Source: an optimization exercise on an open RTL-to-GDS flow (aim: small area). Production flows keep margins and buffers that such runs may drop. RTL that was checked went through simulation tests only; none was proved equivalent to the original. Power is estimated from default activity; no workload was simulated.

ember:
Design Convolution_pipeline, start of the top module:
module Convolution_pipeline(
    clk,
    rst_n,
    in_valid,
    In_IFM_1,
    In_IFM_2,
    In_IFM_3,
    In_IFM_4,
    In_Weight_1,
    In_Weight_2,
    In_Weight_3,
    In_Weight_4,
    Out_OFM
    );
Size in the first run: roughly 210 cells after synthesis, ~51 flip-flops, ~47 I/O pins.
clock: 3.0 ns
lec_check: 0
cap_margin: 20
core_margin: 2
core_utilization: 60
gpl_timing_driven: 0
place_density: 0.7
slew_margin: 20
synth_hierarchical: 1
synth_minimum_keep_size: 0
standard.sh (not shown) runs the stock make flow with config.mk's settings and CLKGATE_MAP_FILE= SYNTH_SCRIPT=/design/flow/synth_recipe.tcl, a recipe that flattens the netlist after the stock synthesis.
==> flow/flow/run.sh <==
#!/bin/bash
# The standard layout (the standard.sh), with two changes:
#  - the port buffers are buf_1 cells (the default picks a 10 um2 delay buffer)
#  - CTS inserts no dummy clock loads
export BUFFER_PORTS_ARGS="-buffer_cell sky130_fd_sc_hd__buf_1"
export CTS_ARGS="-sink_clustering_enable -repair_clock_nets -dont_use_dummy_load"
bash standard.sh > standard.log 2>&1
Here is what was changed in the inputs of sierra compared with ember.
diff --git a/flow/design.v b/flow/design.v
--- a/flow/design.v
+++ b/flow/design.v
@@ -157,36 +157,36 @@
         r1[9] <= fc80;
         r1[10] <= fs73;
         r1[11] <= fs83;
         r1[12] <= fc88;
         r1[13] <= fs65;
         r1[14] <= fc84;
         r1[15] <= fs85;
         r1[16] <= fs81;
         r1[17] <= fc86;
         r1[18] <= fc82;
-        s2 <= ~(rowA + rowB + 10'd1);
+        s2 <= rowA + rowB + 10'd1;
         s3 <= s2;
     end
 end
 reg [1:0] cnt;
 always @(posedge clk or negedge rst_n) begin
     if (!rst_n)
         cnt <= 2'b00;
     else if (in_valid)
         cnt <= {cnt[1] | cnt[0], ~cnt[1]};
 end
 reg [9:0] ofm;
 always @(posedge clk or negedge rst_n) begin
     if (!rst_n)
         ofm <= 10'd0;
     else if (in_valid && cnt == 2'b10)
-        ofm <= s3;
+        ofm <= ~s3;
 end
 assign Out_OFM = {2'b00, ofm};
 endmodule
 module Conv_fa(a, b, c, s, co);
 input a, b, c;
 output s, co;
 assign s = a ^ b ^ c;
 assign co = (a & b) | (c & (a ^ b));
 endmodule
Findings:
ember and sierra ended up with roughly the same cell area. met2 routing resource usage after global routing for sierra: 2.2 points down relative to ember. There was hardly any difference in register-to-register slack between sierra and ember. Net switching power of the design on sierra is behind ember. Compared sierra against ember; non-clock buffer contribution to total cell area within noise. Summary of sierra over ember: global-route total usage across every layer barely changed, number of ordinary and repair buffers in the finished layout climbed 2. Against ember, final hold slack in sierra came out better. Comparing ember against sierra, there is no change at all in number of rows in the core area.
Function not checked in sierra: the RTL went through the layout flow alone.

========
The RTL this note starts from:
==> flow/design.v <==
module Convolution_pipeline(
    clk,
    rst_n,
    in_valid,
    In_IFM_1,
    In_IFM_2,
    In_IFM_3,
    In_IFM_4,
    In_Weight_1,
    In_Weight_2,
    In_Weight_3,
    In_Weight_4,
    Out_OFM
    );
input clk, rst_n;
input in_valid;
input [3:0] In_IFM_1;
input [3:0] In_IFM_2;
input [3:0] In_IFM_3;
input [3:0] In_IFM_4;
input [3:0] In_Weight_1;
input [3:0] In_Weight_2;
input [3:0] In_Weight_3;
input [3:0] In_Weight_4;
output [11:0] Out_OFM;
reg [7:0] p1, p2, p3, p4;
reg [9:0] s2, s3;
always @(posedge clk) begin
    if (in_valid) begin
        p1 <= In_IFM_1 * In_Weight_1;
        p2 <= In_IFM_2 * In_Weight_2;
        p3 <= In_IFM_3 * In_Weight_3;
        p4 <= In_IFM_4 * In_Weight_4;
        s2 <= (p1 + p2) + (p3 + p4);
        s3 <= s2;
    end
end
reg [1:0] cnt;
always @(posedge clk or negedge rst_n) begin
    if (!rst_n)
        cnt <= 2'd0;
    else if (in_valid && cnt != 2'd3)
        cnt <= cnt + 2'd1;
end
reg [9:0] ofm;
always @(posedge clk or negedge rst_n) begin
    if (!rst_n)
        ofm <= 10'd0;
    else if (in_valid && cnt == 2'd3)
        ofm <= s3;
end
assign Out_OFM = {2'b00, ofm};
endmodule
==> flow/config.mk <==
export PLATFORM = sky130hd
export DESIGN_NAME = Convolution_pipeline
export DESIGN_NICKNAME = Convolution_pipeline
export VERILOG_FILES = /design/flow/design.v
export SDC_FILE = /design/flow/constraint.sdc
export NUM_CORES = 4
export LEC_CHECK = 0
export CAP_MARGIN = 20
export CORE_MARGIN = 2
export CORE_UTILIZATION = 40
export SLEW_MARGIN = 20
==> flow/constraint.sdc <==
create_clock -name core_clock -period 3.0 [get_ports {clk}]
set_input_delay 0.6000 -clock core_clock [delete_from_list [all_inputs] [get_ports {clk}]]
set_output_delay 0.6000 -clock core_clock [all_outputs]
set_load 0.01 [all_outputs]
run.sh (not shown) runs the stock make flow with config.mk's settings and CLKGATE_MAP_FILE= SYNTH_SCRIPT=/design/flow/synth_recipe.tcl, a recipe that flattens the netlist after the stock synthesis.
Stock flow here: none of the scripts above is used.
Then changed:
--- a/flow/design.v
+++ b/flow/design.v
@@ -24,13 +24,11 @@
 input [3:0] In_Weight_4;
 output [11:0] Out_OFM;
-reg [7:0] p1, p2, p3, p4;
+reg [8:0] q1, q2;
 reg [9:0] s2, s3;
 always @(posedge clk) begin
     if (in_valid) begin
-        p1 <= In_IFM_1 * In_Weight_1;
-        p2 <= In_IFM_2 * In_Weight_2;
-        p3 <= In_IFM_3 * In_Weight_3;
-        p4 <= In_IFM_4 * In_Weight_4;
-        s2 <= (p1 + p2) + (p3 + p4);
+        q1 <= In_IFM_1 * In_Weight_1 + In_IFM_2 * In_Weight_2;
+        q2 <= In_IFM_3 * In_Weight_3 + In_IFM_4 * In_Weight_4;
+        s2 <= q1 + q2;
         s3 <= s2;
     end
Outcome: The new run produced a layout that fails on setup timing. Flip-flop and latch count came out lower by 14. Final cell count falls by a few percent. Register-to-register slack gets better by 0.99 ns. Design area decreases by a few percent. Maximum frequency decreases by a quarter to a third. Count of clock-buffer cells in the layout came out lower by 6. Synthesized area came out lower by a little under a tenth. Via count drops by a few percent. Core utilization came out higher by 0.37 points. Clock power decreases by well over a third. Combinational power climbs by roughly a tenth. Global-route usage decreases by 0.35 points.
No functional check of the RTL was part of any run of this note.

========
Convolution_pipeline, a different RTL version from the one above (not shown whole).
Size in the first run: roughly 210 cells after synthesis, about 50 flip-flops, ~3000 um^2 of cells after synthesis.
export LEC_CHECK = 0
export CAP_MARGIN = 0
export CORE_MARGIN = 2
export CORE_UTILIZATION = 60
export GPL_TIMING_DRIVEN = 0
export PLACE_DENSITY = 0.7
export SLEW_MARGIN = 0
export SYNTH_HIERARCHICAL = 1
export SYNTH_MINIMUM_KEEP_SIZE = 0
create_clock -name core_clock -period 3.0 [get_ports {clk}]
standard.sh (not shown) runs the stock make flow with config.mk's settings and CLKGATE_MAP_FILE= SYNTH_SCRIPT=/design/flow/synth_recipe.tcl, a recipe that flattens the netlist after the stock synthesis.
Scripts as last shown in full above: flow/flow/run.sh
Rerun with:
--- a/flow/design.v
+++ b/flow/design.v
@@ -134,37 +134,37 @@
 Conv_fa u_fs87 (.a(fc68), .b(fc78), .c(fs69), .s(fs87), .co(fc88));
 Conv_fa u_fs89 (.a(fc76), .b(fs67), .c(fs77), .s(fs89), .co(fc90));
 Conv_xor u_x91 (.a(pp4_00), .b(fs1), .y(x91));
 Conv_or u_cn92 (.a(pp4_00), .b(fs1), .y(cn92));
 Conv_xor u_x93 (.a(fs71), .b(cn92), .y(x93));
 Conv_or u_cn94 (.a(fs71), .b(cn92), .y(cn94));
 Conv_xor u_x95 (.a(fc72), .b(fs75), .y(x95));
 Conv_xor u_x96 (.a(x95), .b(cn94), .y(x96));
-assign cn97 = (fc72 & fs75) | (cn94 & (fc72 | fs75));
+assign cn97 = x95 ? cn94 : fc72;
 Conv_fa u_fs98 (.a(r1[5]), .b(r1[6]), .c(r1[7]), .s(fs98), .co(fc99));
 Conv_fa u_fs100 (.a(r1[10]), .b(r1[11]), .c(r1[8]), .s(fs100), .co(fc101));
 Conv_fa u_fs102 (.a(r1[9]), .b(fc99), .c(fs100), .s(fs102), .co(fc103));
 Conv_fa u_fs104 (.a(r1[12]), .b(r1[13]), .c(r1[14]), .s(fs104), .co(fc105));
 Conv_fa u_fs106 (.a(fc101), .b(fs104), .c(fc103), .s(fs106), .co(fc107));
 Conv_fa u_fs108 (.a(r1[15]), .b(r1[16]), .c(fc105), .s(fs108), .co(fc109));
 Conv_xor u_x110 (.a(r1[3]), .b(r1[4]), .y(x110));
 Conv_or u_cn111 (.a(r1[3]), .b(r1[4]), .y(cn111));
 Conv_xor u_x112 (.a(fs98), .b(cn111), .y(x112));
 Conv_or u_cn113 (.a(fs98), .b(cn111), .y(cn113));
 Conv_xor u_x114 (.a(fs102), .b(cn113), .y(x114));
 Conv_or u_cn115 (.a(fs102), .b(cn113), .y(cn115));
 Conv_xor u_x116 (.a(fs106), .b(cn115), .y(x116));
 Conv_or u_cn117 (.a(fs106), .b(cn115), .y(cn117));
 Conv_xor u_x118 (.a(fc107), .b(fs108), .y(x118));
 Conv_xor u_x119 (.a(x118), .b(cn117), .y(x119));
-assign cn120 = (fc107 & fs108) | (cn117 & (fc107 | fs108));
+assign cn120 = x118 ? cn117 : fc107;
 Conv_xor u_x121 (.a(r1[17]), .b(fc109), .y(x121));
 Conv_xor u_x122 (.a(x121), .b(cn120), .y(x122));
-assign cn123 = (r1[17] & fc109) | (cn120 & (r1[17] | fc109));
+assign cn123 = x121 ? cn120 : r1[17];
 reg [17:0] r1;
 reg [9:0] s2, s3;
 always @(posedge clk) begin
     if (in_valid) begin
         r1[0] <= x91;
         r1[1] <= x93;
         r1[2] <= x96;
         r1[3] <= fs89;
=>
- The new run ran to the end with no violations
- maximum frequency fell by about 2.7%
- via count rose by 0.35%
- clock power hardly moves
- die area rose by 0.40%
- first-iteration DRC count fell by about 20%
- total power rose by 3.2%
No functional check of the RTL was part of the second run of this note.

========
S:
Another version of the RTL of Convolution_pipeline (not shown whole).
For scale: ~220 cells after synthesis, roughly 50 flip-flops, about 3100 sq um of cells after synthesis.
==> flow/design.v (excerpt) <==
module Convolution_pipeline(
    clk,
    rst_n,
    in_valid,
    In_IFM_1,
    In_IFM_2,
    In_IFM_3,
    In_IFM_4,
    In_Weight_1,
    In_Weight_2,
    In_Weight_3,
    In_Weight_4,
    Out_OFM
    );
clock: 3.0 ns
lec_check: 0
cap_margin: 0
core_margin: 2
core_utilization: 60
gpl_timing_driven: 0
place_density: 0.7
slew_margin: 0
synth_hierarchical: 1
synth_minimum_keep_size: 0
Scripts as last shown in full above: flow/flow/run.sh
> inputs changed (S -> T)
--- a/flow/design.v
+++ b/flow/design.v
@@ -186,30 +186,53 @@
         s3 <= s2;
     end
 end
 reg [1:0] cnt;
 always @(posedge clk or negedge rst_n) begin
     if (!rst_n)
         cnt <= 2'b00;
     else if (in_valid)
         cnt <= {cnt[1] | cnt[0], ~cnt[1]};
 end
 reg [9:0] ofm;
+wire [9:0] ofm_d;
+wire ofm_en = in_valid && cnt == 2'b10;
+wire ofm_en_n = ~ofm_en;
+Conv_hold u_hold0 (.en(ofm_en), .en_n(ofm_en_n), .d(s3[0]), .q(ofm[0]), .y(ofm_d[0]));
+Conv_hold u_hold1 (.en(ofm_en), .en_n(ofm_en_n), .d(s3[1]), .q(ofm[1]), .y(ofm_d[1]));
+Conv_holdn u_hold2 (.en_n(ofm_en_n), .d(s3[2]), .q(ofm[2]), .y(ofm_d[2]));
+Conv_hold u_hold3 (.en(ofm_en), .en_n(ofm_en_n), .d(s3[3]), .q(ofm[3]), .y(ofm_d[3]));
+Conv_hold u_hold4 (.en(ofm_en), .en_n(ofm_en_n), .d(s3[4]), .q(ofm[4]), .y(ofm_d[4]));
+Conv_hold u_hold5 (.en(ofm_en), .en_n(ofm_en_n), .d(s3[5]), .q(ofm[5]), .y(ofm_d[5]));
+Conv_hold u_hold6 (.en(ofm_en), .en_n(ofm_en_n), .d(s3[6]), .q(ofm[6]), .y(ofm_d[6]));
+Conv_holdn u_hold7 (.en_n(ofm_en_n), .d(s3[7]), .q(ofm[7]), .y(ofm_d[7]));
+Conv_holdn u_hold8 (.en_n(ofm_en_n), .d(s3[8]), .q(ofm[8]), .y(ofm_d[8]));
+Conv_holdn u_hold9 (.en_n(ofm_en_n), .d(s3[9]), .q(ofm[9]), .y(ofm_d[9]));
 always @(posedge clk or negedge rst_n) begin
     if (!rst_n)
         ofm <= 10'd0;
-    else if (in_valid && cnt == 2'b10)
-        ofm <= {~s3[9], ~s3[8], ~s3[7], s3[6], s3[5], s3[4], s3[3], ~s3[2], s3[1], s3[0]};
+    else
+        ofm <= ofm_d;
 end
 assign Out_OFM = {2'b00, ofm};
 endmodule
 module Conv_fa(a, b, c, s, co);
 input a, b, c;
 output s, co;
 assign s = a ^ b ^ c;
 assign co = (a & b) | (c & (a ^ b));
 endmodule
+module Conv_hold(en, en_n, d, q, y);
+input en, en_n, d, q;
+output y;
+assign y = (en & d) | (en_n & q);
+endmodule
+module Conv_holdn(en_n, d, q, y);
+input en_n, d, q;
+output y;
+assign y = (~en_n & ~d) | (en_n & q);
+endmodule
 module Conv_xor(a, b, y);
 input a, b;
 output y;
 assign y = a ^ b;
 endmodule
Notes after the runs:
The setup slack of T is larger than that of S.
Taking S as the reference, in T non-clock buffer count shrank by 2.1%, internal power contribution shrank by about 2.3%, total routing usage reported by global routing held steady.
Diff S -> T: part of the total power dissipated in combinational logic lost 0.3 points, filler-free cell count of the finished design lost 3, via count picked up an extra 3.5%.
T ended with less fraction of met2 tracks used by global routing than S.
T: done, clean on timing, DRC and antenna
S finished every step from synthesis to the final layout, and the layout passed the timing, DRC and antenna checks.
The RTL of S was laid out without a check of its function.

static timing again, ports no longer ideal:
Ports are ideal in the flow. The routed layouts listed here were re-timed in OpenROAD.
Step 1 (the two cells are an assumption about what drives the block):
set clk [get_ports {clk}]
set_driving_cell -lib_cell sky130_fd_sc_hd__clkbuf_16 $clk
set_driving_cell -lib_cell sky130_fd_sc_hd__buf_2 [delete_from_list [all_inputs] $clk]
Step 2 moves the port delays by t, midway between the first and last clock arrival at a register: inputs arrive t later, outputs are due t later. That takes back most of the time a late clock gives input paths.
a / b / c = ideal ports / drivers / drivers and shift; a / b = the first two.
| run | t, ns | slack for setup (ns) | worst hold slack (ns) |
|---|---|---|---|
| ember | 0.316 | 0.188 / 0.194 / -0.122 | 0.281 / 0.278 / 0.415 |
| sierra | 0.314 | 0.195 / 0.203 / -0.111 | 0.286 / 0.283 / 0.410 |
| the first run of note 2 | 0.373 | 0.114 / 0.114 / -0.225 | 0.419 / 0.419 / 0.419 |
| the second run of note 2 | 0.319 | -0.816 / -0.839 / -1.158 | 0.426 / 0.426 / 0.426 |
| the first run of note 3 | 0.308 | 0.128 / 0.128 / -0.148 | 0.288 / 0.286 / 0.402 |
| the second run of note 3 | 0.306 | 0.047 / 0.052 / -0.255 | 0.289 / 0.287 / 0.415 |
| S | 0.310 | 0.087 / 0.094 / -0.216 | 0.291 / 0.288 / 0.406 |
| T | 0.309 | 0.106 / 0.108 / -0.201 | 0.292 / 0.290 / 0.414 |
Met with ideal ports but missed after step 2: setup timing in 7 of these runs. The setup slack of the second run of note 2, which loses most, moves by -0.023 ns with the drivers and by -0.342 ns with both steps.
